Source: an optimization exercise on an open RTL-to-GDS flow (aim: small area, a short achievable clock period and few clock cycles). Production flows keep margins and buffers that such runs may drop. At most, simulation tests tie the RTL to the original design; equivalence was not proved. No functional check of the RTL was part of run 7. Power figures rest on the tool's default switching activity, not on a simulated workload.

==> flow/design.v (outline; a module is shown in full before it is edited, if it fits) <==
// module mat_mul: 193 lines
// module booth_enc: 11 lines
// module booth_mul44e: 1347 lines
module mat_mul #
    (
        parameter integer INPUT_SIZE = 49,
        parameter integer RESULT_SIZE = 1,
        parameter integer WEIGHT_SIZE = INPUT_SIZE*RESULT_SIZE,
        parameter integer INPUT_ADDR_SIZE = 10,
        parameter integer RESULT_ADDR_SIZE = 2,
        parameter integer WEIGHT_ADDR_SIZE = 6,
        parameter integer FIXED_POINT_AMOUNT = 12,
        parameter integer DATA_WIDTH = 32
    )
    (
        input wire  s00_axi_aclk,
        input wire  s00_axi_aresetn,
        output wire  s00_axis_tready,
        input  wire  [DATA_WIDTH-1 : 0] s00_axis_tdata,
        input  wire  s00_axis_tlast,
        input  wire  s00_axis_tvalid,
        output wire  m00_axis_tvalid,
        output wire  [DATA_WIDTH-1 : 0] m00_axis_tdata,
        output wire  [(DATA_WIDTH/8)-1 : 0] m00_axis_tstrb,
        output wire  m00_axis_tlast,
        input  wire  m00_axis_tready,
        input wire sel,
        input wire start,
        output wire [DATA_WIDTH-1 : 0] MAC_result,
        output wire valid_MAC_result
    );
  // ...
==> flow/run.sh <==
#!/bin/bash
# synth_recipe.tcl (not shown) runs the flow's synth.tcl, then flattens the netlist and writes it again
# the make line also repeats each setting of config.mk as NAME=value (left out here)
make -C /OpenROAD-flow-scripts/flow DESIGN_CONFIG=/design/flow/config.mk WORK_HOME=/design/flow/orfs CLKGATE_MAP_FILE= SYNTH_SCRIPT=/design/flow/synth_recipe.tcl finish
==> flow/config.mk <==
export PLATFORM = sky130hd
export DESIGN_NAME = mat_mul
export DESIGN_NICKNAME = mat_mul
export VERILOG_FILES = /design/flow/design.v
export SDC_FILE = /design/flow/constraint.sdc
export NUM_CORES = 4
export LEC_CHECK = 0
export ABC_AREA = 1
export CAP_MARGIN = 20
export CORE_MARGIN = 2
export CORE_UTILIZATION = 45
export CTS_BUF_LIST = sky130_fd_sc_hd__clkbuf_16
export CTS_CLUSTER_DIAMETER = 100
export CTS_CLUSTER_SIZE = 25
export PLACE_DENSITY = 0.6
export SLEW_MARGIN = 20
==> flow/constraint.sdc <==
create_clock -name core_clock -period 15.0 [get_ports {s00_axi_aclk}]
set_input_delay 3.0000 -clock core_clock [delete_from_list [all_inputs] [get_ports {s00_axi_aclk}]]
set_output_delay 3.0000 -clock core_clock [all_outputs]
set_load 0.01 [all_outputs]
==> flow_metrics.py, run 1 <==
metrics = {
    "pwr": {
        "share_clk_of_total_power_pct": 28.7,
        "p_comb_share_pct": 11.3,
        "power_leader": "sequential cells",
        "leakagePower_nw": 43.05,
        "ir_drop_v": 0.0001172,
    },
    "floorplanning": {
        "fp.dieH_um": 460.7,
        "std_cell_rows": 167,
        "dieArea_um2": 212300,
    },
    "synth": {
        "ys.flop_type": "dfxtp_1",
        "synth_top_area_share_pct": 72.38,
        "ys_ff_latch": 3394,
        "synth-async-reset-ratio_pct": 0,
        "synth_most_common_cell": "dfxtp_1",
        "synth-compound-area-share_pct": 5.277,
    },
    "grt": {
        "antenna_found_initial": 14,
        "met3_usage_pct": 5.738,
        "use_met2_pct": 27.32,
    },
    "setup_path": {
        "critical_path.endpoint": "ps[22]$_DFF_P_",
        "crit_slowest_cell": "clkinv_1",
        "crit_path_start_kind": "flop",
        "crit_buf_inv": 3,
        "reg2reg_slack_ps": 9780,
        "cpMostUsedCell": "fa_1",
    },
    "placed_design": {
        "dp_hpwl_um": 133100,
        "gp_congestion": 0.9372,
    },
    "run_status": {
        "status": "complete, no violations",
    },
    "clock_network": {
        "cts.sinks": 3394,
        "cts.clk_slew.worst_paths_ps": 90,
    },
    "timing": {
        "fin_skew_ps": 36.38,
        "fmax_mhz": 191.6,
        "fin_ws_ps": 9781,
        "worst_pin_slew_ps": 1241,
        "finalHoldViolCount": 0,
    },
    "drt": {
        "drc": 0,
        "finalWirelength_um": 198600,
        "firstDrtPassIters": 6,
        "highest-signal-layer": "met5",
        "wl_met2_um": 81680,
    },
    "cells_and_area": {
        "layout.cells.non_filler": 10150,
        "multi_input_area_share_pct": 21.45,
        "multiInputCombCellCount": 2836,
        "fin_area_um2": 102300,
        "area_growth_pct": 9.002,
        "fin_util_pct": 49.37,
    },
    "hold_path": {
        "hold_depth": 0,
    },
}
Testbench counts, summed over its fixed seeds: cycles 27,609.
==> run 2, diff against run 1 <==
==> flow/flow/run.sh (new file) <==
#!/bin/bash
set -euo pipefail
bash standard.sh SETUP_SLACK_MARGIN=10.8 \
    "BUFFER_PORTS_ARGS=-buffer_cell sky130_fd_sc_hd__buf_4" \
    finish > flow_make.log 2>&1
==> flow/standard.sh (new file) <==
#!/bin/bash
# synth_recipe.tcl (not shown) runs the flow's synth.tcl, then flattens the netlist and writes it again
# the make line also repeats each setting of config.mk as NAME=value (left out here)
make -C /OpenROAD-flow-scripts/flow DESIGN_CONFIG=/design/flow/config.mk WORK_HOME=/design/flow/orfs CLKGATE_MAP_FILE= SYNTH_SCRIPT=/design/flow/synth_recipe.tcl "${@:-finish}"
removed: flow/run.sh
==> flow_metrics.py, run 2 <==
metrics = {
    "run_status": {
        "status": "complete, no violations",
    },
    "grt": {
        "grt_max_degree": 76,
        "grt-ovfl-total": 0,
        "grt_pass1_wl_um": 317200,
        "antenna_found_initial": 15,
        "grt_pass1_vias": 49340,
        "grt_usage_pct": 20.25,
    },
    "cells_and_area": {
        "multi_input_area_um2": 22810,
        "final_common_cell": "dfxtp_1",
        "fin_util_pct": 51.39,
        "final_cell_mix": "dfxtp_1 (3,283), nand2_1 (721), inv_1 (665), xor2_1 (406), o22ai_1 (334)",
        "reg_top3": "w: 1568 flops, x: 1568 flops, wb: 48 flops",
        "regArea_um2": 68210,
        "area_growth_pct": 13.46,
        "layout.cells.non_filler": 10350,
        "nets": 8033,
        "layout-drive-gt1-share_pct": 12.44,
        "fill_cells": 17700,
    },
    "placed_design": {
        "placed_cells": 9958,
        "gp_congestion": 0.9521,
        "port_buffers": 106,
        "dp_hpwl_um": 134600,
    },
    "setup_path": {
        "crit_buf_inv": 1,
        "cp.depth": 1,
        "reg2reg_slack_ps": 10650,
        "cp.required_ps": 12000,
        "arrival_ps": 1360,
        "cp-end-kind": "output port",
        "path_cells": "buf_6",
        "crit_slowest_cell": "dfxtp_4",
        "max_stage_delay_ps": 400,
        "r2r_cells": 12,
        "crit_path_start_kind": "flop",
        "crit_family": "flip-flops",
        "crit_fanout": 2,
        "critPathKind": "flop to output port",
    },
    "clock_network": {
        "numCtsBuffers": 160,
        "ctsLongestPathBuffers": 3,
        "clock_latency_ps": 860,
        "ctsRootBufferMaster": "clkbuf_16",
        "cts.sinks": 3394,
        "h-tree-depth": 4,
        "cts_tree": "built",
        "cts.clk_slew.worst_paths_ps": 100,
    },
    "floorplanning": {
        "die_w_um": 460.7,
        "dieArea_um2": 212300,
        "core-area_um2": 207300,
        "fp.dieH_um": 460.7,
        "std_cell_rows": 167,
        "io_pins": 111,
        "start_util_pct": 45.29,
    },
    "timing": {
        "fmax_mhz": 229.3,
        "fin_crit_sh_pct": 29.07,
        "drv_slew": 0,
        "holdWs_ps": 295.1,
        "maxSlewHeadroom_pct": 25.39,
        "finalHoldViolCount": 0,
        "finalSetupViolCount": 0,
        "worst_pin_slew_ps": 1112,
        "fin_skew_ps": 40.54,
        "setup_tns_ps": 0,
        "rsz0062_at_grt": "yes",
        "period_minus_slack_ps": 4360,
    },
    "pwr": {
        "ir_drop_v": 0.0001103,
        "switching_power_mw": 4.362,
        "share_clk_of_total_power_pct": 28.1,
        "total_power_mw": 16.65,
        "power.density_nw_per_um2": 156.3,
        "p_sw_share_pct": 26.20,
        "p_comb_share_pct": 13.5,
        "p_seq_share_pct": 58.5,
        "internal_power_mw": 12.29,
        "leakagePower_nw": 44.91,
    },
    "synth": {
        "ys.flop_type": "dfxtp_1",
        "postSynthCellCount": 7262,
        "synth_edf_count": 0,
        "synth_top_area_share_pct": 72.38,
        "netlist_top_cells_count": "dfxtp_1 (3,394), inv_1 (728), nand2_1 (723)",
        "synth_most_common_cell": "dfxtp_1",
        "ys_seq_area_share_pct": 72.38,
        "ys_ff_latch": 3394,
        "ys_warn_count": 5,
        "synth_area_per_cell_um2": 12.93,
        "synthDistinctLibCells": 50,
        "yosys.area.top_type": "dfxtp_1",
        "netlist_area_um2": 93870,
        "synth.area.top_cells": "dfxtp_1 (72%), fa_1 (7.8%), xor2_1 (4.0%)",
        "synth-async-reset-ratio_pct": 0,
    },
    "drt": {
        "vias_per_cell": 4.821,
        "vias": 49880,
        "postRouteAntennaNets": 0,
        "first_iter_violations": 4550,
        "drc": 0,
        "firstDrtPassIters": 7,
        "wl_per_cell_um": 20.81,
        "finalWirelength_um": 215300,
    },
    "hold_path": {
        "hold_depth": 0,
        "hold_path_class": "flop to flop",
    },
    "run": {
        "max-cap-violations": 0,
    },
}
## run 2: worst paths after layout
check | from | end
worst max register to register | x[0][19]$_DFF_P_ | ps[21]$_DFF_P_
worst max-delay path | acc[31]$_SDFFE_PN0P_ | MAC_result[31]
worst min-delay path | x[40][19]$_DFF_P_ | x[41][19]$_DFF_P_
worst min register to register | x[40][19]$_DFF_P_ | x[41][19]$_DFF_P_
## run 2: what timing repair did
item,4_1_cts,5_1_grt
buffers inserted,139,21
gates cloned,30,4
pin swaps,88,109
hold buffers,0,0
resized for setup,510,134
setup endpoints to repair,155,138
## run 2: power groups by stage
stage	combinational [mW]	clock [mW]	sequential [mW]
after floorplan	1.17	0	9.78
after global placement	1.74	0	9.92
final	2.24	4.67	9.73
after global routing	2.41	5.14	9.78
after CTS	2.12	4.83	9.73
after detailed placement	1.77	0	9.92
## run 2: cell families (layout without fill, tap and decap cells)
kind of cell               Yosys count  after routing  synth area share (%)
and+or+nand+nor                   1103           1104                 4.792
DFF                               3394           3394                 72.38
adders and majority gates          468            468                 9.157
AOI/OAI and AO/OA                  819            819                 5.277
xor gates and xnor gates           440            440                 4.105
muxes                                2              2               0.02399
other                                1              9              0.003995
buffers and inverters             1035           1324                 4.262
## run 2: final cells by class
type,instances,share of cell area [%]
multi-input cells,2837,21.42
inverters,765,2.927
clock inverters,30,0.4593
clock buffers,161,3.783
flip-flops and latches,3394,64.04
repair inverters,7,0.04464
well taps,2788,3.275
repair buffers,361,4.042
diodes,5,0.01175
## run 2: stage by stage
stage          worst slack [ps]  cell area, um2
6_report                  10640          106500
5_1_grt                   10570          106500
4_1_cts                   10550          105700
3_5_place_dp               9633           97570
3_3_place_gp               9688           97570
2_1_floorplan             10800           93910
## run 2: worst register-to-register path: cells and delay by family, from the launching register on
kind / cells / cell delay, ps
AO/OA/AOI/OAI: 1 / 160
buffers and inverters: 4 / 580
flip-flops: 1 / 430
XOR/XNOR: 1 / 230
adder cells (fa/ha/maj): 6 / 2850
## run 2: per-layer routing
metal	global-route usage [%]	wire length (um)
met2	28.71	85990
met1	28.70	97340
met4	8.161	9951
met3	6.194	22010
met5	0	23
==> run 3, diff against run 2 <==
--- a/flow/config.mk
+++ b/flow/config.mk
@@ -10,3 +10,3 @@
 export CORE_MARGIN = 2
-export CORE_UTILIZATION = 45
+export CORE_UTILIZATION = 55
 export CTS_BUF_LIST = sky130_fd_sc_hd__clkbuf_16
@@ -14,3 +14,3 @@
 export CTS_CLUSTER_SIZE = 25
-export PLACE_DENSITY = 0.6
+export PLACE_DENSITY = 0.65
 export SLEW_MARGIN = 20
==> flow_metrics.py, run 3 <==
metrics = {
    "setup_path": {
        "r2r_end": "ps[22]$_DFF_P_",
        "cp.required_ps": 12000,
        "arrival_ps": 1340,
        "r2r_cells": 13,
        "r2r-start": "x[0][19]$_DFF_P_",
        "crit_fanout": 2,
        "crit_path_start_kind": "flop",
        "max_stage_delay_ps": 400,
        "path_cells": "buf_6",
        "critPathKind": "flop to output port",
        "crit_slowest_cell": "dfxtp_4",
        "crit_buf_inv": 1,
        "reg2reg_slack_ps": 10690,
        "cp-end-kind": "output port",
        "crit_family": "flip-flops",
    },
    "pwr": {
        "total_power_mw": 16.43,
        "switching_power_mw": 4.256,
        "ir_drop_v": 0.0001621,
        "share_clk_of_total_power_pct": 27.8,
        "p_comb_share_pct": 13.1,
        "p_sw_share_pct": 25.90,
        "internal_power_mw": 12.18,
        "p_seq_share_pct": 59.1,
        "leakagePower_nw": 44.70,
        "power.density_nw_per_um2": 156.2,
    },
    "synth": {
        "netlist_top_cells_count": "dfxtp_1 (3,394), inv_1 (728), nand2_1 (723)",
        "synth_edf_count": 0,
        "ys_seq_area_share_pct": 72.38,
        "netlist_area_um2": 93870,
        "synth-async-reset-ratio_pct": 0,
        "ys_warn_count": 5,
        "synth.area.top_cells": "dfxtp_1 (72%), fa_1 (7.8%), xor2_1 (4.0%)",
        "synthDistinctLibCells": 50,
        "ys.flop_type": "dfxtp_1",
        "synth_most_common_cell": "dfxtp_1",
        "postSynthCellCount": 7262,
        "synth_area_per_cell_um2": 12.93,
        "ys_ff_latch": 3394,
        "yosys.area.top_type": "dfxtp_1",
        "synth_top_area_share_pct": 72.38,
    },
    "grt": {
        "grt-ovfl-total": 0,
        "antenna_found_initial": 20,
        "grt_pass1_vias": 49290,
        "grt_usage_pct": 24.66,
        "grt_pass1_wl_um": 314800,
        "grt_max_degree": 76,
    },
    "drt": {
        "vias_per_cell": 5.086,
        "postRouteAntennaNets": 0,
        "finalWirelength_um": 214600,
        "first_iter_violations": 4045,
        "firstDrtPassIters": 6,
        "drc": 0,
        "vias": 49600,
        "wl_per_cell_um": 22.00,
    },
    "clock_network": {
        "numCtsBuffers": 157,
        "ctsLongestPathBuffers": 3,
        "ctsRootBufferMaster": "clkbuf_16",
        "clock_latency_ps": 840,
        "cts_tree": "built",
        "cts.sinks": 3394,
        "cts.clk_slew.worst_paths_ps": 100,
        "h-tree-depth": 4,
    },
    "hold_path": {
        "hold_path_class": "flop to flop",
        "min_to": "w[8][17]$_DFF_P_",
        "hold_depth": 0,
        "min_from": "w[7][17]$_DFF_P_",
    },
    "timing": {
        "fin_ws_ps": 10660,
        "fmax_mhz": 230.2,
        "worst_pin_slew_ps": 974.6,
        "finalSetupViolCount": 0,
        "maxSlewHeadroom_pct": 34.94,
        "finalHoldViolCount": 0,
        "fin_crit_sh_pct": 28.96,
        "drv_slew": 0,
        "fin_skew_ps": 24.85,
        "setup_tns_ps": 0,
        "period_minus_slack_ps": 4344,
        "rsz0062_at_grt": "yes",
    },
    "run_status": {
        "status": "complete, no violations",
    },
    "floorplanning": {
        "fp.dieH_um": 417.1,
        "std_cell_rows": 151,
        "dieArea_um2": 174000,
        "start_util_pct": 55.39,
        "die_w_um": 417.1,
        "core-area_um2": 169500,
        "io_pins": 111,
    },
    "placed_design": {
        "port_buffers": 106,
        "gp_congestion": 0.9634,
        "dp_hpwl_um": 137000,
        "dp_slack_ps": 9409,
        "placed_cells": 9390,
    },
    "cells_and_area": {
        "fill_cells": 13130,
        "reg_top3": "w: 1568 flops, x: 1568 flops, wb: 48 flops",
        "multi_input_area_um2": 22760,
        "regArea_um2": 68210,
        "layout-drive-gt1-share_pct": 11.83,
        "final_common_cell": "dfxtp_1",
        "layout.cells.non_filler": 9754,
        "final_cell_mix": "dfxtp_1 (3,280), nand2_1 (722), inv_1 (679), xor2_1 (408), o22ai_1 (341)",
        "area_growth_pct": 12.04,
        "nets": 8016,
    },
    "run": {
        "max-cap-violations": 0,
    },
}
run 3: cell types whose count changed in the layout (fill, tap and decap cells not counted), moves of 7 or more:
cell      delta
buf_12       -8
buf_4       -12
buf_6        +7
buf_8        +8
clkinv_8     -9
inv_1       +14
inv_2       -13
o22ai_1      +7
o22ai_2     -14
o22ai_4      +7
run 3: logic make-up after synthesis:
kind of cell / after synthesis / synth area share [%]
muxes: 2 / 0.02399
adders and majority gates: 468 / 9.157
buffers and inverters: 1035 / 4.262
AOI/OAI and AO/OA: 819 / 5.277
DFF: 3394 / 72.38
and+or+nand+nor: 1103 / 4.792
xor gates and xnor gates: 440 / 4.105
other: 1 / 0.003995
run 3: per-layer routing:
layer,up-vias,GRT usage [%],wire [um]
met5,-,0,307
met4,26,9.733,9132
met3,558,7.821,21060
met2,1954,36.63,90430
met1,23990,33.62,93680
li1,23070,-,-
run 3: cell type report:
type                       instances  area share, %
antenna                            5        0.01190
multi-input combinational       2837          21.64
clock buffer                     159          3.783
clock inverter                    22         0.2891
timing repair inverter             5        0.03688
timing repair buffer             349          3.815
tap                             2218          2.639
inverter                         765          2.937
sequential                      3394          64.85
run 3: per-stage QoR:
stage | area, um2 | hold slack, ps | util [%]
6_report | 105200 | 313.9 | 62.06
5_1_grt | 105200 | 315.2 | 62.06
4_1_cts | 104300 | 317.5 | 61.51
3_5_place_dp | 96870 | 312.1 | 57.16
3_3_place_gp | 96870 | 309.5 | 57.16
2_1_floorplan | 93910 | 309.6 | -
run 3: timing repair:
action	4_1_cts	5_1_grt
buffers inserted	132	23
endpoints found under the setup margin	155	149
pin swaps	72	104
cloned	22	1
gates resized for setup	464	161
hold buffers	0	0
run 3: power groups by stage:
stage | clock network, mW | logic (mW) | registers, mW
2_1_floorplan | 0 | 1.17 | 9.78
3_3_place_gp | 0 | 1.76 | 9.90
3_5_place_dp | 0 | 1.79 | 9.91
4_1_cts | 4.69 | 2.01 | 9.72
5_1_grt | 5.00 | 2.32 | 9.76
6_report | 4.56 | 2.15 | 9.72
run 3: how the worst max path moves through the flow:
stage                              start          endpoint  slack (ps)  depth (start not counted)
floorplan                  wb[1]$_DFF_P_    ps[14]$_DFF_P_       10800                         13
global placement         s00_axis_tvalid  x[0][22]$_DFF_P_        9510                          7
detailed placement       s00_axis_tvalid   x[0][1]$_DFF_P_        9410                          7
CTS                 acc[17]$_SDFFE_PN0P_    MAC_result[17]       10590                          1
global route            x[0][27]$_DFF_P_    ps[23]$_DFF_P_       10590                         12
finish              acc[17]$_SDFFE_PN0P_    MAC_result[17]       10660                          1
==> run 4, diff against run 3 <==
==> flow/flow/run.sh (replaced) <==
#!/bin/bash
set -euo pipefail
bash standard.sh SETUP_SLACK_MARGIN=11 \
    "BUFFER_PORTS_ARGS=-buffer_cell sky130_fd_sc_hd__buf_4" \
    "CTS_ARGS=-sink_clustering_enable -repair_clock_nets -sink_clustering_size 25 -sink_clustering_max_diameter 100 -buf_list sky130_fd_sc_hd__clkbuf_16 -dont_use_dummy_load" \
    finish > flow_make.log 2>&1
--- a/flow/config.mk
+++ b/flow/config.mk
@@ -10,3 +10,3 @@
 export CORE_MARGIN = 2
-export CORE_UTILIZATION = 55
+export CORE_UTILIZATION = 45
 export CTS_BUF_LIST = sky130_fd_sc_hd__clkbuf_16
@@ -14,3 +14,3 @@
 export CTS_CLUSTER_SIZE = 25
-export PLACE_DENSITY = 0.65
+export PLACE_DENSITY = 0.6
 export SLEW_MARGIN = 20
==> flow_metrics.py, run 4 <==
metrics = {
    "timing": {
        "maxSlewHeadroom_pct": 27.58,
        "worst_pin_slew_ps": 1080,
        "fmax_mhz": 228.5,
        "fin_crit_sh_pct": 29.18,
        "fin_skew_ps": 80.94,
        "rsz0062_at_grt": "yes",
        "period_minus_slack_ps": 4377,
        "finalSetupViolCount": 0,
        "setup_tns_ps": 0,
        "drv_slew": 0,
        "finalHoldViolCount": 0,
        "fin_ws_ps": 10620,
    },
    "drt": {
        "drc": 0,
        "firstDrtPassIters": 6,
        "postRouteAntennaNets": 0,
        "finalWirelength_um": 210700,
        "vias_per_cell": 4.797,
        "wl_per_cell_um": 20.47,
        "vias": 49400,
        "first_iter_violations": 4144,
    },
    "hold_path": {
        "hold_path_class": "flop to flop",
        "min_from": "x[43][0]$_DFF_P_",
    },
    "setup_path": {
        "cpMostUsedCell": "fa_1",
        "crit_path_start": "x[0][22]$_DFF_P_",
        "crit_slowest_cell": "fa_1",
        "crit_fanout": 3,
        "path_cells": "clkinvlp_4 -> buf_8 -> buf_12 -> o22ai_4 -> xor2_1 -> fa_1 -> inv_2 -> fa_1 -> inv_2 -> fa_1 -> fa_1 -> fa_1 -> inv_2 -> fa_2",
        "critPathKind": "flop to flop",
        "arrival_ps": 5130,
        "max_stage_delay_ps": 570,
        "cp.required_ps": 15750,
        "cp-end-kind": "flop",
        "crit_path_start_kind": "flop",
        "r2r-start": "x[0][22]$_DFF_P_",
    },
    "cells_and_area": {
        "reg_top3": "w: 1568 flops, x: 1568 flops, wb: 48 flops",
        "layout.cells.non_filler": 10300,
        "nets": 8011,
        "area_growth_pct": 12.80,
        "fin_area_um2": 105900,
        "final_common_cell": "dfxtp_1",
        "layout-drive-gt1-share_pct": 12.85,
        "final_cell_mix": "dfxtp_1 (3,282), nand2_1 (713), inv_1 (665), xor2_1 (398), o22ai_1 (314)",
    },
    "grt": {
        "grt_max_degree": 75,
        "grt-ovfl-total": 0,
        "grt_usage_pct": 19.80,
        "antenna_found_initial": 11,
        "grt_pass1_vias": 49010,
        "grt_pass1_wl_um": 311900,
    },
    "pwr": {
        "p_sw_share_pct": 25.69,
        "p_seq_share_pct": 59.3,
        "switching_power_mw": 4.214,
        "p_comb_share_pct": 13.9,
        "leakagePower_nw": 44.37,
        "internal_power_mw": 12.19,
        "power.density_nw_per_um2": 154.9,
        "share_clk_of_total_power_pct": 26.8,
        "ir_drop_v": 0.0001048,
        "total_power_mw": 16.40,
    },
    "synth": {
        "synth-async-reset-ratio_pct": 0,
        "ys.flop_type": "dfxtp_1",
        "ys_ff_latch": 3394,
        "ys_warn_count": 5,
        "synth.area.top_cells": "dfxtp_1 (72%), fa_1 (7.8%), xor2_1 (4.0%)",
        "synth_most_common_cell": "dfxtp_1",
        "netlist_area_um2": 93870,
        "synth_top_area_share_pct": 72.38,
        "postSynthCellCount": 7262,
        "netlist_top_cells_count": "dfxtp_1 (3,394), inv_1 (728), nand2_1 (723)",
        "synth_area_per_cell_um2": 12.93,
        "yosys.area.top_type": "dfxtp_1",
        "ys_seq_area_share_pct": 72.38,
        "synth_edf_count": 0,
        "synthDistinctLibCells": 50,
    },
    "floorplanning": {
        "core-area_um2": 207300,
        "std_cell_rows": 167,
        "die_w_um": 460.7,
        "dieArea_um2": 212300,
        "fp.dieH_um": 460.7,
        "io_pins": 111,
        "start_util_pct": 45.29,
    },
    "clock_network": {
        "cts.clk_slew.worst_paths_ps": 90,
        "cts_tree": "built",
        "h-tree-depth": 4,
        "clock_latency_ps": 850,
        "cts.sinks": 3394,
        "numCtsBuffers": 158,
        "ctsRootBufferMaster": "clkbuf_16",
        "ctsLongestPathBuffers": 3,
    },
    "placed_design": {
        "dp_hpwl_um": 133100,
        "dp_slack_ps": 9595,
        "placed_cells": 9951,
        "gp_congestion": 0.9368,
        "port_buffers": 106,
        "place_area_um2": 97680,
    },
    "run_status": {
        "status": "complete, no violations",
    },
    "run": {
        "max-cap-violations": 0,
    },
}
## run 4: cell counts after synthesis
Identical to the previous run, type by type.
## run 4: path summary, 6_finish.rpt
kind | end | slack (ps) | depth (start not counted)
setup / recovery | ps[14]$_DFF_P_ | 10620 | 14
hold / removal | x[44][0]$_DFF_P_ | 260 | 0
setup reg to reg | ps[14]$_DFF_P_ | 10620 | 14
hold reg to reg | x[44][0]$_DFF_P_ | 260 | 0
## run 4: through the flow
stage / hold slack, ps / utilization (%)
after global routing: 264.2 / 51.08
after detailed placement: 312.1 / 47.12
after global placement: 309.6 / 47.12
final: 258.2 / 51.09
after CTS: 261.3 / 50.65
after floorplan: 309.6 / -
## run 4: critical path, delay by kind of cell (launching register included)
family                     cells  cell delay [ps]
AOI/OAI and AO/OA              1              140
DFF                            1              420
adders and majority gates      6             3060
buffers and inverters          6              580
xor gates and xnor gates       1              100
## run 4: kinds of logic (layout without fill, tap and decap cells)
logic type                 count (synthesis)  count (layout)  synth area share (%)
DFF                                     3394            3394                 72.38
and+or+nand+nor                         1103            1104                 4.792
buffers and inverters                   1035            1271                 4.262
AOI/OAI and AO/OA                        819             819                 5.277
adders and majority gates                468             468                 9.157
xor gates and xnor gates                 440             440                 4.105
muxes                                      2               2               0.02399
other                                      1              11              0.003995
## run 4: layer usage
layer / GRT usage (%) / vias to the layer above / routed length (um)
li1: - / 23020 / -
met1: 28.13 / 23880 / 96370
met2: 27.91 / 1940 / 84290
met3: 6.228 / 555 / 20790
met4: 7.859 / 2 / 9280
met5: 0 / - / 13
## run 4: power by group through the flow
stage                     clock [mW]  sequential, mW  combinational [mW]
after floorplan                    0            9.78                1.20
after global placement             0            9.91                1.74
after detailed placement           0            9.91                1.77
after CTS                       4.57            9.73                2.12
after global routing            4.88            9.77                2.44
final                           4.40            9.73                2.27
## run 4: area by class of cell
class	instances	area [um2]
Fill cell	17840	101400
Sequential cell	3394	68220
Multi-Input combinational cell	2837	23200
Clock buffer	158	3954
Timing Repair Buffer	339	3789
Tap cell	2788	3488
Inverter	765	3147
Timing Repair inverter	9	68.82
Antenna cell	7	17.52
## run 4: what timing repair did
action                                 CTS  global route
resized for setup                      525           177
setup endpoints to repair              157           121
pin swaps                              149           104
hold buffers                             0             0
endpoints found under the hold margin    0             0
gates cloned                            19             1
buffers inserted                       140            21
==> module mat_mul, before the edit <==
module mat_mul #
    (
        parameter integer INPUT_SIZE = 49,
        parameter integer RESULT_SIZE = 1,
        parameter integer WEIGHT_SIZE = INPUT_SIZE*RESULT_SIZE,
        parameter integer INPUT_ADDR_SIZE = 10,
        parameter integer RESULT_ADDR_SIZE = 2,
        parameter integer WEIGHT_ADDR_SIZE = 6,
        parameter integer FIXED_POINT_AMOUNT = 12,
        parameter integer DATA_WIDTH = 32
    )
    (
        input wire  s00_axi_aclk,
        input wire  s00_axi_aresetn,
        output wire  s00_axis_tready,
        input  wire  [DATA_WIDTH-1 : 0] s00_axis_tdata,
        input  wire  s00_axis_tlast,
        input  wire  s00_axis_tvalid,
        output wire  m00_axis_tvalid,
        output wire  [DATA_WIDTH-1 : 0] m00_axis_tdata,
        output wire  [(DATA_WIDTH/8)-1 : 0] m00_axis_tstrb,
        output wire  m00_axis_tlast,
        input  wire  m00_axis_tready,
        input wire sel,
        input wire start,
        output wire [DATA_WIDTH-1 : 0] MAC_result,
        output wire valid_MAC_result
    );
    localparam integer N = 49;
    localparam integer NT = 6;    
    wire clk = s00_axi_aclk;
    wire rst = !s00_axi_aresetn;
    function automatic in_taps(input [5:0] c);
        in_taps = (c == 6'd1) || (c == 6'd9) || (c == 6'd17) ||
                  (c == 6'd25) || (c == 6'd33) || (c == 6'd41);
    endfunction
    function automatic [NT-1:0] tap_onehot(input [5:0] c);
        tap_onehot = {c == 6'd41, c == 6'd33, c == 6'd25, c == 6'd17, c == 6'd9, c == 6'd1};
    endfunction
    function automatic [5:0] inc49(input [5:0] c);
        inc49 = (c == 6'd48) ? 6'd0 : c + 6'd1;
    endfunction
    reg        rdy;            
    reg        busy;           
    reg        ldx;            
    reg        w_ok, x_ok;     
    reg        dirty;          
    reg  [5:0] cw, cx;         
    reg  [5:0] d;              
    reg  [NT-1:0] tsel;        
    wire xfer  = s00_axis_tvalid & rdy;
    wire first = xfer & ~busy;
    wire ins_w = xfer & ~sel;
    wire ins_x = xfer & sel;
    localparam [2:0] SP_IDLE = 3'd0, SP_ALIGN = 3'd1, SP_SHIFT = 3'd2,
                     SP_WAIT = 3'd3, SP_RUN = 3'd4, SP_D1 = 3'd5, SP_D2 = 3'd6;
    reg  [2:0] sp;
    reg  [5:0] spc;
    wire rl = (sp == SP_SHIFT);
    reg        m1v, m1f;       
    reg        m2v, m2f;       
    reg        vq;             
    reg        vr;             
    reg  [31:0] acc;           
    reg  [31:0] res;           
    reg  [31:0] od;            
    reg        s0, s1, s2, tv;
    reg [31:0] w [0:N-1];
    reg [31:0] x [0:N-1];
    integer k;
    always @(posedge clk) begin
        for (k = 1; k < N; k = k + 1) begin
            w[k] <= w[k-1];
            x[k] <= x[k-1];
        end
        w[0] <= ins_w ? s00_axis_tdata : w[N-1];
        x[0] <= ins_x ? s00_axis_tdata : (rl ? acc : x[N-1]);
    end
    wire        wen = (sp != SP_IDLE) ? x_ok : w_ok;
    wire [31:0] wtap = ({32{tsel[0]}} & w[0])  | ({32{tsel[1]}} & w[8])  |
                       ({32{tsel[2]}} & w[16]) | ({32{tsel[3]}} & w[24]) |
                       ({32{tsel[4]}} & w[32]) | ({32{tsel[5]}} & w[40]);
    wire [47:0] wenc;
    booth_enc benc (.y(wtap), .e(wenc));
    reg  [47:0] wb;
    always @(posedge clk) wb <= wenc & {48{wen}};
    wire [43:0] ms, mc;
    booth_mul44e mul (.e(wb), .m(x[0]), .s(ms), .c(mc));
    wire [12:0] lo = {1'b0, ms[11:0]} + {1'b0, mc[11:0]};
    reg  [31:0] ps, pc;
    reg         pcy;
    always @(posedge clk) begin
        ps  <= ms[43:12];
        pc  <= mc[43:12];
        pcy <= lo[12];
    end
    wire [31:0] acc_in = m2f ? 32'd0 : acc;
    wire [31:0] t3 = acc_in ^ ps ^ pc;
    wire [31:0] u3 = (acc_in & ps) | (acc_in & pc) | (ps & pc);
    wire [31:0] acc_sum = t3 + {u3[30:0], 1'b0} + {31'd0, pcy};
    always @(posedge clk) begin
        if (rst)
            acc <= 32'd0;
        else if (rl)
            acc <= x[N-1];
        else if (m2v)
            acc <= acc_sum;
    end
    wire [5:0] cw_n = (first & ~sel) ? 6'd1 : inc49(cw);
    wire [5:0] dx   = (cw >= cx) ? cw - cx : cw + 6'd49 - cx;
    always @(posedge clk) begin
        if (rst) begin
            rdy <= 1'b0; busy <= 1'b0; ldx <= 1'b0;
            w_ok <= 1'b0; x_ok <= 1'b0; dirty <= 1'b0;
            cw <= 6'd0; cx <= 6'd0; d <= 6'd0; tsel <= {NT{1'b0}};
            sp <= SP_IDLE; spc <= 6'd0;
            m1v <= 1'b0; m1f <= 1'b0; m2v <= 1'b0; m2f <= 1'b0;
            vq <= 1'b0; res <= 32'd0;
            s0 <= 1'b0; s1 <= 1'b0; s2 <= 1'b0; tv <= 1'b0;
        end else begin
            if (xfer & s00_axis_tlast)
                busy <= 1'b0;
            else if (first)
                busy <= 1'b1;
            if (first)
                ldx <= sel;
            if (xfer & s00_axis_tlast)
                rdy <= 1'b0;
            else if (busy | first)
                rdy <= 1'b1;
            else if (s00_axis_tvalid & ~sel)
                rdy <= 1'b1;
            else
                rdy <= in_taps(cw_n);
            cw <= cw_n;
            if (first & sel)
                cx <= 6'd1;
            else if (!(rl && spc == 6'd0))
                cx <= inc49(cx);
            if (first & sel) begin
                x_ok <= 1'b1; dirty <= 1'b0;
            end else if (first & ~sel) begin
                w_ok <= 1'b1; dirty <= 1'b1;
            end
            if (sp != SP_IDLE)
                tsel <= tap_onehot(rl && spc == 6'd0 ? inc49(d) : d);
            else if (!((first & sel) | (busy & ldx)))
                tsel <= tap_onehot(cw_n);
            m1v <= ins_x;
            m1f <= first & sel;
            case (sp)
                SP_IDLE: if (start & dirty) begin sp <= SP_ALIGN; d <= dx; end
                SP_ALIGN: begin
                    if (in_taps(d)) sp <= SP_WAIT;
                    else begin sp <= SP_SHIFT; spc <= 6'd49; end
                end
                SP_SHIFT: begin
                    spc <= spc - 6'd1;
                    if (spc == 6'd0) begin sp <= SP_ALIGN; d <= inc49(d); end
                end
                SP_WAIT: if (cx == 6'd0) begin
                    sp <= SP_RUN;
                    m1v <= 1'b1; m1f <= 1'b1;
                end
                SP_RUN: begin
                    m1v <= 1'b1; m1f <= 1'b0;
                    if (cx == 6'd48) sp <= SP_D1;
                end
                SP_D1: sp <= SP_D2;
                SP_D2: begin sp <= SP_IDLE; dirty <= 1'b0; end
                default: sp <= SP_IDLE;
            endcase
            m2v <= m1v; m2f <= m1f;
            vq <= (start & ~dirty) | (sp == SP_D2);
            if (vr) res <= acc;
            s0 <= m00_axis_tready;
            s1 <= s0;
            s2 <= s1;
            tv <= m00_axis_tready | s0 | s1 | s2;
        end
    end
    always @(posedge clk) begin
        vr <= (start & ~dirty) | (sp == SP_D2);
        od <= m00_axis_tready ? res : 32'd0;
    end
    assign s00_axis_tready  = rdy;
    assign valid_MAC_result = vq;
    assign MAC_result       = acc;
    assign m00_axis_tvalid  = tv;
    assign m00_axis_tlast   = s0;
    assign m00_axis_tdata   = od;
    assign m00_axis_tstrb   = 4'hf;
endmodule
==> run 5, diff against run 4 <==
--- a/flow/design.v
+++ b/flow/design.v
@@ -34,7 +34,6 @@
     function automatic in_taps(input [5:0] c);
-        in_taps = (c == 6'd1) || (c == 6'd9) || (c == 6'd17) ||
-                  (c == 6'd25) || (c == 6'd33) || (c == 6'd41);
+        in_taps = (c[2:0] == 3'd1);
     endfunction
     function automatic [NT-1:0] tap_onehot(input [5:0] c);
-        tap_onehot = {c == 6'd41, c == 6'd33, c == 6'd25, c == 6'd17, c == 6'd9, c == 6'd1};
+        tap_onehot = (c[2:0] == 3'd1) ? (6'd1 << c[5:3]) : 6'd0;
     endfunction
@@ -49,3 +48,2 @@
     reg  [5:0] cw, cx;         
-    reg  [5:0] d;              
     reg  [NT-1:0] tsel;        
@@ -55,6 +53,6 @@
     wire ins_x = xfer & sel;
-    localparam [2:0] SP_IDLE = 3'd0, SP_ALIGN = 3'd1, SP_SHIFT = 3'd2,
-                     SP_WAIT = 3'd3, SP_RUN = 3'd4, SP_D1 = 3'd5, SP_D2 = 3'd6;
+    localparam [2:0] SP_IDLE = 3'd0, SP_SYNC = 3'd1, SP_SHIFT = 3'd2,
+                     SP_RUN = 3'd3, SP_D1 = 3'd4, SP_D2 = 3'd5;
     reg  [2:0] sp;
-    reg  [5:0] spc;
+    reg        sh1;            
     wire rl = (sp == SP_SHIFT);
@@ -100,3 +98,3 @@
     wire [31:0] u3 = (acc_in & ps) | (acc_in & pc) | (ps & pc);
-    wire [31:0] acc_sum = t3 + {u3[30:0], 1'b0} + {31'd0, pcy};
+    wire [31:0] acc_sum = t3 + {u3[30:0], pcy};
     always @(posedge clk) begin
@@ -110,3 +108,2 @@
     wire [5:0] cw_n = (first & ~sel) ? 6'd1 : inc49(cw);
-    wire [5:0] dx   = (cw >= cx) ? cw - cx : cw + 6'd49 - cx;
     always @(posedge clk) begin
@@ -115,4 +112,4 @@
             w_ok <= 1'b0; x_ok <= 1'b0; dirty <= 1'b0;
-            cw <= 6'd0; cx <= 6'd0; d <= 6'd0; tsel <= {NT{1'b0}};
-            sp <= SP_IDLE; spc <= 6'd0;
+            cw <= 6'd0; cx <= 6'd0; tsel <= {NT{1'b0}};
+            sp <= SP_IDLE; sh1 <= 1'b0;
             m1v <= 1'b0; m1f <= 1'b0; m2v <= 1'b0; m2f <= 1'b0;
@@ -138,3 +135,3 @@
                 cx <= 6'd1;
-            else if (!(rl && spc == 6'd0))
+            else if (!(rl && sh1))
                 cx <= inc49(cx);
@@ -145,5 +142,4 @@
             end
-            if (sp != SP_IDLE)
-                tsel <= tap_onehot(rl && spc == 6'd0 ? inc49(d) : d);
-            else if (!((first & sel) | (busy & ldx)))
+            if (!((first & sel) | (busy & ldx) | (sp == SP_RUN) | (sp == SP_D1) | (sp == SP_D2) |
+                  (((sp == SP_SYNC) | (rl & ~sh1)) & (cx == 6'd0) & in_taps(cw))))
                 tsel <= tap_onehot(cw_n);
@@ -151,15 +147,12 @@
             m1f <= first & sel;
+            sh1 <= 1'b0;
             case (sp)
-                SP_IDLE: if (start & dirty) begin sp <= SP_ALIGN; d <= dx; end
-                SP_ALIGN: begin
-                    if (in_taps(d)) sp <= SP_WAIT;
-                    else begin sp <= SP_SHIFT; spc <= 6'd49; end
-                end
-                SP_SHIFT: begin
-                    spc <= spc - 6'd1;
-                    if (spc == 6'd0) begin sp <= SP_ALIGN; d <= inc49(d); end
-                end
-                SP_WAIT: if (cx == 6'd0) begin
-                    sp <= SP_RUN;
-                    m1v <= 1'b1; m1f <= 1'b1;
+                SP_IDLE: if (start & dirty) sp <= SP_SYNC;
+                SP_SYNC, SP_SHIFT: if (cx == 6'd0 && !(rl && sh1)) begin
+                    if (in_taps(cw)) begin
+                        sp <= SP_RUN;
+                        m1v <= 1'b1; m1f <= 1'b1;
+                    end else begin
+                        sp <= SP_SHIFT; sh1 <= 1'b1;
+                    end
                 end
--- a/flow/flow/run.sh
+++ b/flow/flow/run.sh
@@ -2,3 +2,3 @@
 set -euo pipefail
-bash standard.sh SETUP_SLACK_MARGIN=11 \
+bash standard.sh SETUP_SLACK_MARGIN=11.2 \
     "BUFFER_PORTS_ARGS=-buffer_cell sky130_fd_sc_hd__buf_4" \
--- a/flow/config.mk
+++ b/flow/config.mk
@@ -10,3 +10,3 @@
 export CORE_MARGIN = 2
-export CORE_UTILIZATION = 45
+export CORE_UTILIZATION = 55
 export CTS_BUF_LIST = sky130_fd_sc_hd__clkbuf_16
@@ -14,3 +14,3 @@
 export CTS_CLUSTER_SIZE = 25
-export PLACE_DENSITY = 0.6
+export PLACE_DENSITY = 0.65
 export SLEW_MARGIN = 20
==> flow_metrics.py, run 5 <==
metrics = {
    "placed_design": {
        "dp_hpwl_um": 123600,
        "port_buffers": 106,
        "gp_congestion": 0.9604,
    },
    "timing": {
        "fmax_mhz": 231.8,
        "maxSlewHeadroom_pct": 21.97,
        "rsz0062_at_grt": "yes",
        "worst_pin_slew_ps": 1165,
        "drv_slew": 0,
        "fin_skew_ps": 110.2,
        "finalSetupViolCount": 0,
        "fin_crit_sh_pct": 28.76,
        "period_minus_slack_ps": 4314,
        "finalHoldViolCount": 0,
        "setup_tns_ps": 0,
    },
    "synth": {
        "synth.area.top_cells": "dfxtp_1 (73%), fa_1 (7.8%), xor2_1 (4.0%)",
        "postSynthCellCount": 7017,
        "synth_top_area_share_pct": 73.17,
        "synthDistinctLibCells": 51,
        "netlist_area_um2": 92560,
        "ys.flop_type": "dfxtp_1",
        "ys_warn_count": 5,
        "synth_most_common_cell": "dfxtp_1",
        "ys_seq_area_share_pct": 73.17,
        "synth_area_per_cell_um2": 13.19,
        "ys_ff_latch": 3383,
        "yosys.area.top_type": "dfxtp_1",
        "netlist_top_cells_count": "dfxtp_1 (3,383), inv_1 (707), nand2_1 (670)",
        "synth_edf_count": 0,
        "synth-async-reset-ratio_pct": 0,
    },
    "setup_path": {
        "crit_slowest_cell": "dfxtp_4",
        "crit_buf_inv": 1,
        "max_stage_delay_ps": 380,
        "crit_family": "flip-flops",
        "cp.required_ps": 12000,
        "crit_path_start_kind": "flop",
        "arrival_ps": 1310,
        "cp-end-kind": "output port",
        "path_cells": "buf_6",
        "critPathKind": "flop to output port",
        "crit_fanout": 2,
    },
    "floorplanning": {
        "start_util_pct": 55.35,
        "std_cell_rows": 150,
        "io_pins": 111,
        "core-area_um2": 167200,
        "die_w_um": 414.2,
        "dieArea_um2": 171600,
        "fp.dieH_um": 414.2,
    },
    "cells_and_area": {
        "final_common_cell": "dfxtp_1",
        "reg_top3": "w: 1568 flops, x: 1568 flops, wb: 48 flops",
        "area_growth_pct": 13.11,
        "layout-drive-gt1-share_pct": 14.09,
        "fill_cells": 12710,
        "final_cell_mix": "dfxtp_1 (3,261), nand2_1 (664), inv_1 (625), xor2_1 (378), o22ai_1 (322)",
        "nets": 7764,
    },
    "clock_network": {
        "cts.sinks": 3383,
        "cts_tree": "built",
        "ctsRootBufferMaster": "clkbuf_16",
        "ctsLongestPathBuffers": 3,
        "numCtsBuffers": 156,
        "cts_hold_buffers": 0,
        "clock_latency_ps": 830,
        "h-tree-depth": 4,
        "cts.clk_slew.worst_paths_ps": 100,
    },
    "grt": {
        "busiest_layer": "met2",
        "met3_usage_pct": 8.114,
        "grt_util_met1_pct": 31.94,
        "use_met2_pct": 34.56,
        "grt_pass1_wl_um": 302200,
        "antenna_found_initial": 12,
        "grt-ovfl-total": 0,
        "grt_max_degree": 65,
        "grt_pass1_vias": 47930,
        "grt_usage_pct": 23.66,
    },
    "pwr": {
        "internal_power_mw": 12.91,
        "switching_power_mw": 4.224,
        "p_sw_share_pct": 24.66,
        "leakagePower_nw": 43.55,
        "total_power_mw": 17.13,
        "p_seq_share_pct": 63.6,
        "ir_drop_v": 0.0001173,
        "p_comb_share_pct": 11.0,
        "share_clk_of_total_power_pct": 25.3,
        "power.density_nw_per_um2": 163.6,
    },
    "drt": {
        "first_iter_violations": 4567,
        "wl_per_cell_um": 21.71,
        "finalWirelength_um": 206100,
        "drc": 0,
        "vias_per_cell": 5.110,
        "postRouteAntennaNets": 0,
        "vias": 48500,
        "firstDrtPassIters": 6,
    },
    "hold_path": {
        "hold_path_class": "flop to flop",
    },
    "run": {
        "max-cap-violations": 0,
    },
    "run_status": {
        "status": "complete, no violations",
    },
}
-- run 5: cell types whose count changed after synthesis, moves of 14 or more --
cell / before / now
ha_1: 103 / 87
a21oi_1: 176 / 95
clkbuf_1: 190 / 164
nor2_1: 159 / 129
o22ai_1: 395 / 415
nand2_1: 723 / 670
o211ai_1: 4 / 28
nand3_1: 140 / 126
inv_1: 728 / 707
buf_2: 41 / 65
o21ai_0: 146 / 108
-- run 5: worst paths after layout --
kind	from	to	slack, ps	cells after the start
max reg2reg	x[0][23]$_DFF_P_	ps[14]$_DFF_P_	10710	14
min reg2reg	x[4][15]$_DFF_P_	x[5][15]$_DFF_P_	290	0
min	x[4][15]$_DFF_P_	x[5][15]$_DFF_P_	290	0
max	acc[5]$_SDFFE_PN0P_	MAC_result[5]	10690	1
-- run 5: layout make-up --
cell class / count / area [um2] / area share [%]
Timing Repair Buffer: 347 / 3981 / 3.803
Inverter: 736 / 3301 / 3.153
Clock buffer: 156 / 3904 / 3.729
Tap cell: 2204 / 2758 / 2.634
Antenna cell: 12 / 30.03 / 0.02868
Multi-Input combinational cell: 2638 / 22550 / 21.54
Sequential cell: 3383 / 68030 / 64.98
Timing Repair inverter: 15 / 137.6 / 0.1315
-- run 5: kinds of logic (layout without fill, tap and decap cells) --
kind of cell | after synthesis | after routing | synth area share [%]
adders and majority gates | 448 | 448 | 8.984
other | 1 | 16 | 0.004051
muxes | 7 | 7 | 0.08517
buffers and inverters | 1000 | 1254 | 4.176
DFF | 3383 | 3383 | 73.17
and+or+nand+nor | 1002 | 1003 | 4.476
AOI/OAI and AO/OA | 743 | 743 | 5.011
xor gates and xnor gates | 433 | 433 | 4.097
-- run 5: timing repair --
action / CTS / global route
resized for setup: 617 / 144
setup buffers: 155 / 24
gates cloned: 26 / 7
pin swaps: 130 / 88
endpoints found under the setup margin: 166 / 138
-- run 5: per-layer routing --
metal / share of wire [%] / vias to the layer above
met3: 11 / 696
met5: 0.042 / -
met1: 43 / 23360
met2: 41 / 2129
li1: - / 22310
met4: 5.1 / 6
-- run 5: per-stage QoR --
stage	instance area [um2]	utilization (%)	hold WS, ps	worst slack, ps	std cells
after floorplan	93670	-	309.6	11050	7020
final	104700	62.61	288.0	10690	9491
after global routing	104700	62.59	291.9	10620	9479
after CTS	103700	62.00	288.6	10640	9448
after global placement	95840	57.31	309.5	9811	9111
after detailed placement	95840	57.31	312.1	9748	9111
-- run 5: power groups by stage --
stage / sequential [mW] / combinational, mW / clock, mW
6_report: 10.9 / 1.89 / 4.34
5_1_grt: 11.1 / 1.96 / 4.79
4_1_cts: 10.9 / 1.75 / 4.49
3_5_place_dp: 11.1 / 1.42 / 0
3_3_place_gp: 11.1 / 1.41 / 0
2_1_floorplan: 10.9 / 0.919 / 0
Testbench counts of run 5, summed over its fixed seeds: cycles 27,609.
==> run 6, diff against run 5 <==
--- a/flow/flow/run.sh
+++ b/flow/flow/run.sh
@@ -2,3 +2,3 @@
 set -euo pipefail
-bash standard.sh SETUP_SLACK_MARGIN=11.2 \
+bash standard.sh SETUP_SLACK_MARGIN=10.8 \
     "BUFFER_PORTS_ARGS=-buffer_cell sky130_fd_sc_hd__buf_4" \
==> flow_metrics.py, run 6 <==
metrics = {
    "synth": {
        "netlist_top_cells_count": "dfxtp_1 (3,383), inv_1 (707), nand2_1 (670)",
        "muxShareOfSynthArea_pct": 0.08516,
        "synth.area.top_cells": "dfxtp_1 (73%), fa_1 (7.8%), xor2_1 (4.0%)",
        "synth-async-reset-ratio_pct": 0,
        "synth_top_family_by_area": "adder cells",
        "ys_ff_latch": 3383,
        "ys.flop_type": "dfxtp_1",
        "netlist_area_um2": 92560,
        "synthXorXnorAreaFrac_pct": 4.097,
        "synthAdderAreaFrac_pct": 8.984,
        "synth_most_common_cell": "dfxtp_1",
        "synth_top_area_share_pct": 73.17,
        "ys_seq_area_share_pct": 73.17,
        "synthDistinctLibCells": 51,
        "yosys.area.top_type": "dfxtp_1",
        "synth_simple_gate_area_share_pct": 4.476,
        "synth-compound-area-share_pct": 5.011,
        "ys_warn_count": 5,
        "synth_area_per_cell_um2": 13.19,
        "postSynthCellCount": 7017,
        "synth_edf_count": 0,
    },
    "drt": {
        "postRouteAntennaNets": 0,
        "met1_length_um": 90490,
        "first_iter_violations": 4004,
        "drc": 0,
        "vias": 47710,
        "firstDrtPassIters": 5,
        "route.met3.wl_um": 18570,
        "highest-signal-layer": "met5",
        "finalWirelength_um": 202900,
        "vias_per_cell": 5.033,
        "wl_met2_um": 84320,
        "wl_per_cell_um": 21.40,
    },
    "setup_path": {
        "crit_family": "adder cells",
        "r2r-start": "x[0][29]$_DFF_P_",
        "cp.required_ps": 15720,
        "cp-end-kind": "flop",
        "arrival_ps": 5080,
        "crit_path_start_kind": "flop",
        "crit_fanout": 5,
        "path_cells": "clkinvlp_4 -> o22ai_2 -> xor2_2 -> fa_1 -> fa_1 -> fa_1 -> fa_1 -> fa_1 -> inv_1 -> fa_2",
        "r2r_cells": 10,
        "crit_slowest_cell": "fa_1",
        "max_stage_delay_ps": 590,
        "critPathKind": "flop to flop",
        "cpMostUsedCell": "fa_1",
        "crit_buf_inv": 2,
        "r2r_end": "ps[18]$_DFF_P_",
        "reg2reg_slack_ps": 10640,
    },
    "placed_design": {
        "gp_congestion": 0.9408,
        "port_buffers": 106,
        "dp_hpwl_um": 126500,
        "placed_cells": 9127,
    },
    "timing": {
        "fin_skew_ps": 86.65,
        "worst_pin_slew_ps": 991.1,
        "setup_tns_ps": 0,
        "maxSlewHeadroom_pct": 33.23,
        "period_minus_slack_ps": 4362,
        "finalHoldViolCount": 0,
        "fmax_mhz": 229.3,
        "holdWs_ps": 266.2,
        "drv_slew": 0,
        "fin_crit_sh_pct": 29.08,
        "finalSetupViolCount": 0,
        "rsz0062_at_grt": "yes",
    },
    "cells_and_area": {
        "nets": 7763,
        "area_growth_pct": 12.04,
        "reg_top3": "w: 1568 flops, x: 1568 flops, wb: 48 flops",
        "layout.cells.non_filler": 9480,
        "final_common_cell": "dfxtp_1",
        "fill_cells": 12780,
        "layout-drive-gt1-share_pct": 12.22,
        "final_cell_mix": "dfxtp_1 (3,269), nand2_1 (667), inv_1 (646), xor2_1 (397), o22ai_1 (356)",
    },
    "hold_path": {
        "min_to": "x[10][13]$_DFF_P_",
        "hold_path_class": "flop to flop",
        "min_from": "x[9][13]$_DFF_P_",
        "hold_depth": 0,
    },
    "pwr": {
        "power.density_nw_per_um2": 164.0,
        "leakagePower_nw": 43.44,
        "ir_drop_v": 0.0001121,
    },
    "grt": {
        "grt_usage_pct": 23.33,
        "grt_pass1_vias": 47170,
        "antenna_found_initial": 13,
        "grt_max_degree": 67,
        "grt-ovfl-total": 0,
        "grt_pass1_wl_um": 298000,
    },
    "floorplanning": {
        "io_pins": 111,
        "die_w_um": 414.2,
        "start_util_pct": 55.35,
        "std_cell_rows": 150,
        "core-area_um2": 167200,
        "dieArea_um2": 171600,
        "fp.dieH_um": 414.2,
    },
    "clock_network": {
        "h-tree-depth": 4,
        "clock_latency_ps": 830,
        "cts_tree": "built",
        "numCtsBuffers": 155,
        "ctsLongestPathBuffers": 3,
        "ctsRootBufferMaster": "clkbuf_16",
        "cts.clk_slew.worst_paths_ps": 90,
        "cts.sinks": 3383,
        "cts_hold_buffers": 0,
    },
    "run_status": {
        "status": "complete, no violations",
    },
    "run": {
        "max-cap-violations": 0,
    },
}
run 6: cell counts after synthesis:
Identical to the previous run, type by type.
run 6: cells by family (layout without fill, tap and decap cells):
family	after synthesis	in the layout
AOI/OAI and AO/OA	743	743
xor gates and xnor gates	433	433
adders and majority gates	448	448
buffers and inverters	1000	1254
DFF	3383	3383
muxes	7	7
other	1	6
and+or+nand+nor	1002	1002
run 6: timing repair:
action | in CTS | in global routing
buffers inserted | 136 | 31
pin swaps | 60 | 95
resized for setup | 483 | 142
setup endpoints to repair | 127 | 120
gates cloned | 21 | 8
run 6: cell type report:
cell class | instances | area, um2 | area share (%)
repair inverters | 5 | 35.03 | 0.03378
well taps | 2204 | 2758 | 2.659
inverters | 736 | 2998 | 2.891
flip-flops and latches | 3383 | 67990 | 65.56
multi-input cells | 2637 | 21870 | 21.09
repair buffers | 358 | 4170 | 4.021
diodes | 2 | 5.005 | 0.004826
clock buffers | 155 | 3879 | 3.740
run 6: worst max path at each step:
stage	startpoint	depth (start not counted)	to
after floorplan	wb[34]$_DFF_P_	13	ps[20]$_DFF_P_
after global placement	wb[29]$_DFF_P_	9	ps[21]$_DFF_P_
after detailed placement	wb[29]$_DFF_P_	9	ps[21]$_DFF_P_
after CTS	acc[11]$_SDFFE_PN0P_	1	MAC_result[11]
after global routing	x[0][28]$_DFF_P_	14	ps[19]$_DFF_P_
final	x[0][29]$_DFF_P_	10	ps[18]$_DFF_P_
run 6: stage by stage:
step           power (mW)  util, %  worst slack (ps)  cell area (um2)
2_1_floorplan       11.73        -             10770            92590
3_3_place_gp        12.46    57.11              9593            95500
3_5_place_dp        12.50    57.11              9509            95500
4_1_cts             17.07    61.37             10630           102600
5_1_grt             17.71    62.02             10560           103700
6_report            17.01    62.02             10640           103700
run 6: where the power goes:
part,switching (mW),total (mW),internal [mW],leakage (nW)
registers,0.418,10.9,10.5,27.7
logic,1.23,1.80,0.573,13.8
clock network,2.48,4.33,1.85,1.91
total,4.13,17.0,12.9,43.4
run 6: layer usage:
metal,up-vias,track usage (%)
met5,-,0
met4,10,9.400
met3,568,7.053
met2,1768,34.22
met1,23090,32.40
li1,22270,-
==> run 7, diff against run 6 <==
--- a/flow/design.v
+++ b/flow/design.v
@@ -77,3 +77,2 @@
     end
-    wire        wen = (sp != SP_IDLE) ? x_ok : w_ok;
     wire [31:0] wtap = ({32{tsel[0]}} & w[0])  | ({32{tsel[1]}} & w[8])  |
@@ -84,6 +83,7 @@
     reg  [47:0] wb;
-    always @(posedge clk) wb <= wenc & {48{wen}};
+    always @(posedge clk) wb <= wenc;
     wire [43:0] ms, mc;
     booth_mul44e mul (.e(wb), .m(x[0]), .s(ms), .c(mc));
-    wire [12:0] lo = {1'b0, ms[11:0]} + {1'b0, mc[11:0]};
+    wire        lo_cy;
+    cy12 lcy (.a(ms[11:0]), .b(mc[11:0]), .co(lo_cy));
     reg  [31:0] ps, pc;
@@ -93,3 +93,3 @@
         pc  <= mc[43:12];
-        pcy <= lo[12];
+        pcy <= lo_cy;
     end
@@ -98,3 +98,4 @@
     wire [31:0] u3 = (acc_in & ps) | (acc_in & pc) | (ps & pc);
-    wire [31:0] acc_sum = t3 + {u3[30:0], pcy};
+    wire [31:0] acc_sum;
+    bk_add32 aadd (.a(t3), .b({u3[30:0], pcy}), .s(acc_sum));
     always @(posedge clk) begin
@@ -144,3 +145,4 @@
                   (((sp == SP_SYNC) | (rl & ~sh1)) & (cx == 6'd0) & in_taps(cw))))
-                tsel <= tap_onehot(cw_n);
+                tsel <= tap_onehot(cw_n) &
+                        {NT{((sp != SP_IDLE) | (start & dirty)) ? x_ok : w_ok}};
             m1v <= ins_x;
@@ -1545 +1547,147 @@
 endmodule
+module bk_add32 (input wire [31:0] a, input wire [31:0] b, output wire [31:0] s);
+    wire [31:0] p = a ^ b;
+    wire [31:0] g = a & b;
+    wire G1 = g[1] | (p[1] & g[0]);
+    wire G2 = g[3] | (p[3] & g[2]);
+    wire P2 = p[3] & p[2];
+    wire G3 = g[5] | (p[5] & g[4]);
+    wire P3 = p[5] & p[4];
+    wire G4 = g[7] | (p[7] & g[6]);
+    wire P4 = p[7] & p[6];
+    wire G5 = g[9] | (p[9] & g[8]);
+    wire P5 = p[9] & p[8];
+    wire G6 = g[11] | (p[11] & g[10]);
+    wire P6 = p[11] & p[10];
+    wire G7 = g[13] | (p[13] & g[12]);
+    wire P7 = p[13] & p[12];
+    wire G8 = g[15] | (p[15] & g[14]);
+    wire P8 = p[15] & p[14];
+    wire G9 = g[17] | (p[17] & g[16]);
+    wire P9 = p[17] & p[16];
+    wire G10 = g[19] | (p[19] & g[18]);
+    wire P10 = p[19] & p[18];
+    wire G11 = g[21] | (p[21] & g[20]);
+    wire P11 = p[21] & p[20];
+    wire G12 = g[23] | (p[23] & g[22]);
+    wire P12 = p[23] & p[22];
+    wire G13 = g[25] | (p[25] & g[24]);
+    wire P13 = p[25] & p[24];
+    wire G14 = g[27] | (p[27] & g[26]);
+    wire P14 = p[27] & p[26];
+    wire G15 = g[29] | (p[29] & g[28]);
+    wire P15 = p[29] & p[28];
+    wire G16 = g[31] | (p[31] & g[30]);
+    wire P16 = p[31] & p[30];
+    wire G17 = G2 | (P2 & G1);
+    wire G18 = G4 | (P4 & G3);
+    wire P18 = P4 & P3;
+    wire G19 = G6 | (P6 & G5);
+    wire P19 = P6 & P5;
+    wire G20 = G8 | (P8 & G7);
+    wire P20 = P8 & P7;
+    wire G21 = G10 | (P10 & G9);
+    wire P21 = P10 & P9;
+    wire G22 = G12 | (P12 & G11);
+    wire P22 = P12 & P11;
+    wire G23 = G14 | (P14 & G13);
+    wire P23 = P14 & P13;
+    wire G24 = G16 | (P16 & G15);
+    wire P24 = P16 & P15;
+    wire G25 = G18 | (P18 & G17);
+    wire G26 = G20 | (P20 & G19);
+    wire P26 = P20 & P19;
+    wire G27 = G22 | (P22 & G21);
+    wire P27 = P22 & P21;
+    wire G28 = G24 | (P24 & G23);
+    wire P28 = P24 & P23;
+    wire G29 = G26 | (P26 & G25);
+    wire G30 = G28 | (P28 & G27);
+    wire P30 = P28 & P27;
+    wire G31 = G30 | (P30 & G29);
+    wire G32 = G27 | (P27 & G29);
+    wire G33 = G19 | (P19 & G25);
+    wire G34 = G21 | (P21 & G29);
+    wire G35 = G23 | (P23 & G32);
+    wire G36 = G3 | (P3 & G17);
+    wire G37 = G5 | (P5 & G25);
+    wire G38 = G7 | (P7 & G33);
+    wire G39 = G9 | (P9 & G29);
+    wire G40 = G11 | (P11 & G34);
+    wire G41 = G13 | (P13 & G32);
+    wire G42 = G15 | (P15 & G35);
+    wire G43 = g[2] | (p[2] & G1);
+    wire G44 = g[4] | (p[4] & G17);
+    wire G45 = g[6] | (p[6] & G36);
+    wire G46 = g[8] | (p[8] & G25);
+    wire G47 = g[10] | (p[10] & G37);
+    wire G48 = g[12] | (p[12] & G33);
+    wire G49 = g[14] | (p[14] & G38);
+    wire G50 = g[16] | (p[16] & G29);
+    wire G51 = g[18] | (p[18] & G39);
+    wire G52 = g[20] | (p[20] & G34);
+    wire G53 = g[22] | (p[22] & G40);
+    wire G54 = g[24] | (p[24] & G32);
+    wire G55 = g[26] | (p[26] & G41);
+    wire G56 = g[28] | (p[28] & G35);
+    wire G57 = g[30] | (p[30] & G42);
+    assign s[0] = p[0];
+    assign s[1] = p[1] ^ g[0];
+    assign s[2] = p[2] ^ G1;
+    assign s[3] = p[3] ^ G43;
+    assign s[4] = p[4] ^ G17;
+    assign s[5] = p[5] ^ G44;
+    assign s[6] = p[6] ^ G36;
+    assign s[7] = p[7] ^ G45;
+    assign s[8] = p[8] ^ G25;
+    assign s[9] = p[9] ^ G46;
+    assign s[10] = p[10] ^ G37;
+    assign s[11] = p[11] ^ G47;
+    assign s[12] = p[12] ^ G33;
+    assign s[13] = p[13] ^ G48;
+    assign s[14] = p[14] ^ G38;
+    assign s[15] = p[15] ^ G49;
+    assign s[16] = p[16] ^ G29;
+    assign s[17] = p[17] ^ G50;
+    assign s[18] = p[18] ^ G39;
+    assign s[19] = p[19] ^ G51;
+    assign s[20] = p[20] ^ G34;
+    assign s[21] = p[21] ^ G52;
+    assign s[22] = p[22] ^ G40;
+    assign s[23] = p[23] ^ G53;
+    assign s[24] = p[24] ^ G32;
+    assign s[25] = p[25] ^ G54;
+    assign s[26] = p[26] ^ G41;
+    assign s[27] = p[27] ^ G55;
+    assign s[28] = p[28] ^ G35;
+    assign s[29] = p[29] ^ G56;
+    assign s[30] = p[30] ^ G42;
+    assign s[31] = p[31] ^ G57;
+endmodule
+module cy12 (input wire [11:0] a, input wire [11:0] b, output wire co);
+    wire [11:0] p = a ^ b;
+    wire [11:0] g = a & b;
+    wire G1 = g[11] | (p[11] & g[10]);
+    wire P1 = p[11] & p[10];
+    wire G2 = G1 | (P1 & g[9]);
+    wire P2 = P1 & p[9];
+    wire G3 = g[8] | (p[8] & g[7]);
+    wire P3 = p[8] & p[7];
+    wire G4 = G3 | (P3 & g[6]);
+    wire P4 = P3 & p[6];
+    wire G5 = G2 | (P2 & G4);
+    wire P5 = P2 & P4;
+    wire G6 = g[5] | (p[5] & g[4]);
+    wire P6 = p[5] & p[4];
+    wire G7 = G6 | (P6 & g[3]);
+    wire P7 = P6 & p[3];
+    wire G8 = g[2] | (p[2] & g[1]);
+    wire P8 = p[2] & p[1];
+    wire G9 = G8 | (P8 & g[0]);
+    wire P9 = P8 & p[0];
+    wire G10 = G7 | (P7 & G9);
+    wire P10 = P7 & P9;
+    wire G11 = G5 | (P5 & G10);
+    wire P11 = P5 & P10;
+    assign co = G11;
+endmodule
==> flow_metrics.py, run 7 <==
metrics = {
    "setup_path": {
        "cp.depth": 13,
        "cp.required_ps": 15670,
        "arrival_ps": 5110,
        "critical_path.endpoint": "ps[17]$_DFF_P_",
        "crit_fanout": 4,
        "crit_path_start_kind": "flop",
        "reg2reg_slack_ps": 10570,
        "r2r_end": "ps[17]$_DFF_P_",
    },
    "synth": {
        "synth_top_area_share_pct": 74.34,
        "ys.flop_type": "dfxtp_1",
        "synth.area.top_cells": "dfxtp_1 (74%), fa_1 (8.3%), xor2_1 (4.3%)",
        "netlist_area_um2": 91100,
        "synth_area_per_cell_um2": 13.78,
        "synth_most_common_cell": "dfxtp_1",
        "postSynthCellCount": 6612,
        "synth-async-reset-ratio_pct": 0,
        "synthDistinctLibCells": 50,
    },
    "cells_and_area": {
        "final_common_cell": "dfxtp_1",
        "reg_top3": "w: 1568 flops, x: 1568 flops, wb: 48 flops",
        "layout-drive-gt1-share_pct": 13.46,
        "final_cell_mix": "dfxtp_1 (3,277), inv_1 (509), nand2_1 (488), xor2_1 (415)",
        "area_growth_pct": 12.33,
    },
    "clock_network": {
        "cts_hold_buffers": 0,
        "numCtsBuffers": 156,
        "ctsLongestPathBuffers": 3,
        "h-tree-depth": 4,
        "ctsRootBufferMaster": "clkbuf_16",
    },
    "floorplanning": {
        "std_cell_rows": 149,
        "start_util_pct": 55.28,
        "io_pins": 111,
        "fp.dieH_um": 411.0,
        "die_w_um": 411.0,
    },
    "drt": {
        "drc": 0,
        "vias": 45370,
        "vias_per_cell": 4.997,
    },
    "timing": {
        "drv_slew": 0,
        "fin_skew_ps": 80.94,
        "maxSlewHeadroom_pct": 26.87,
        "worst_pin_slew_ps": 1090,
        "period_minus_slack_ps": 4433,
    },
    "pwr": {
        "power.density_nw_per_um2": 144.0,
        "total_power_mw": 14.74,
    },
    "grt": {
        "antenna_found_initial": 8,
        "grt_usage_pct": 22.21,
        "grt_pass1_vias": 45530,
        "grt_pass1_wl_um": 280500,
    },
    "placed_design": {
        "port_buffers": 106,
    },
    "run_status": {
        "status": "complete, no violations",
    },
    "hold_path": {
        "min_from": "w[19][22]$_DFF_P_",
    },
}
-- run 7: changes by cell type after synthesis, sizes merged, moves of 8 or more --
| cell | delta |
|---|---|
| nand2 | -174 |
| inv | -131 |
| nand3 | -60 |
| buf | -27 |
| xor2 | +23 |
| clkbuf | +19 |
| o21ai | -19 |
| a21oi | -18 |
| fa | +15 |
| o22ai | -13 |
| a31oi | +12 |
| o211ai | -11 |
| nor2 | +8 |
-- run 7: per-stage QoR --
| step | utilization (%) | instances | hold WS [ps] | instance area (um2) | worst slack [ps] |
|---|---|---|---|---|---|
| after floorplan | - | 6615 | 309.6 | 91180 | 10790 |
| after global placement | 57.10 | 8718 | 309.6 | 94100 | 9563 |
| after detailed placement | 57.10 | 8718 | 312.1 | 94100 | 9603 |
| after CTS | 61.32 | 9030 | 273.8 | 101100 | 10560 |
| after global routing | 62.09 | 9077 | 267.9 | 102300 | 10490 |
| final | 62.09 | 9079 | 278.3 | 102300 | 10570 |
-- run 7: worst min-delay path by stage --
| stage | to | slack, ps | cells past startpoint |
|---|---|---|---|
| global route | w[30][10]$_DFF_P_ | 270 | 0 |
| global placement | x[18][12]$_DFF_P_ | 310 | 0 |
| finish | w[20][22]$_DFF_P_ | 280 | 0 |
| floorplan | w[10][0]$_DFF_P_ | 310 | 0 |
| CTS | w[30][10]$_DFF_P_ | 270 | 0 |
| detailed placement | w[10][10]$_DFF_P_ | 310 | 0 |
-- run 7: metal layers --
metal  global-route usage, %  up-vias  routed length [um]
met5                       0        -                  11
met4                   9.416        2                8601
met3                   5.646      464               15370
met2                   32.05     1688               77070
met1                   31.83    22110               86410
li1                        -    21110                   -
-- run 7: cell families (layout without fill, tap and decap cells) --
logic type / count (synthesis) / in the layout / share of synthesized area, %
AND/OR/NAND/NOR: 751 / 751 / 3.411
adder cells (fa/ha/maj): 461 / 461 / 9.430
buffers and inverters: 859 / 1132 / 3.623
flip-flops: 3383 / 3383 / 74.34
XOR/XNOR: 459 / 459 / 4.413
AO/OA/AOI/OAI: 693 / 693 / 4.719
multiplexers: 5 / 5 / 0.06180
other: 1 / 6 / 0.004116
-- run 7: power by group --
part | internal, mW | switching (mW)
clock | 1.86 | 2.48
sequential | 9.49 | 0.166
combinational | 0.265 | 0.481
-- run 7: area by class of cell --
type / count / area, um2
diodes: 2 / 5.005
clock buffers: 156 / 3904
fillers: 12530 / 62470
inverters: 603 / 2449
multi-input cells: 2373 / 21210
flip-flops and latches: 3383 / 67980
well taps: 2189 / 2739
repair buffers: 364 / 3983
repair inverters: 9 / 67.56
-- run 7: worst register-to-register path: cells and delay by family (launching register included) --
kind	cells	cell delay (ps)
fa+ha+maj	6	2850
buf+inv	5	620
flops	1	420
xor+xnor	1	240
compound gates	1	190
-- run 7: repair_timing --
action,CTS,global route
setup endpoints to repair,139,127
pin swaps,86,141
gates resized for setup,470,198
buffers inserted,135,44
cloned,21,3
endpoints found under the hold margin,0,0

Setup slack of run 7, layout unchanged: 10.567 ns with ideal ports, 10.532 ns with driving cells assumed (clock clkbuf_16, inputs buf_2), 10.073 ns with port delays also shifted by the 0.885 ns mid clock arrival.
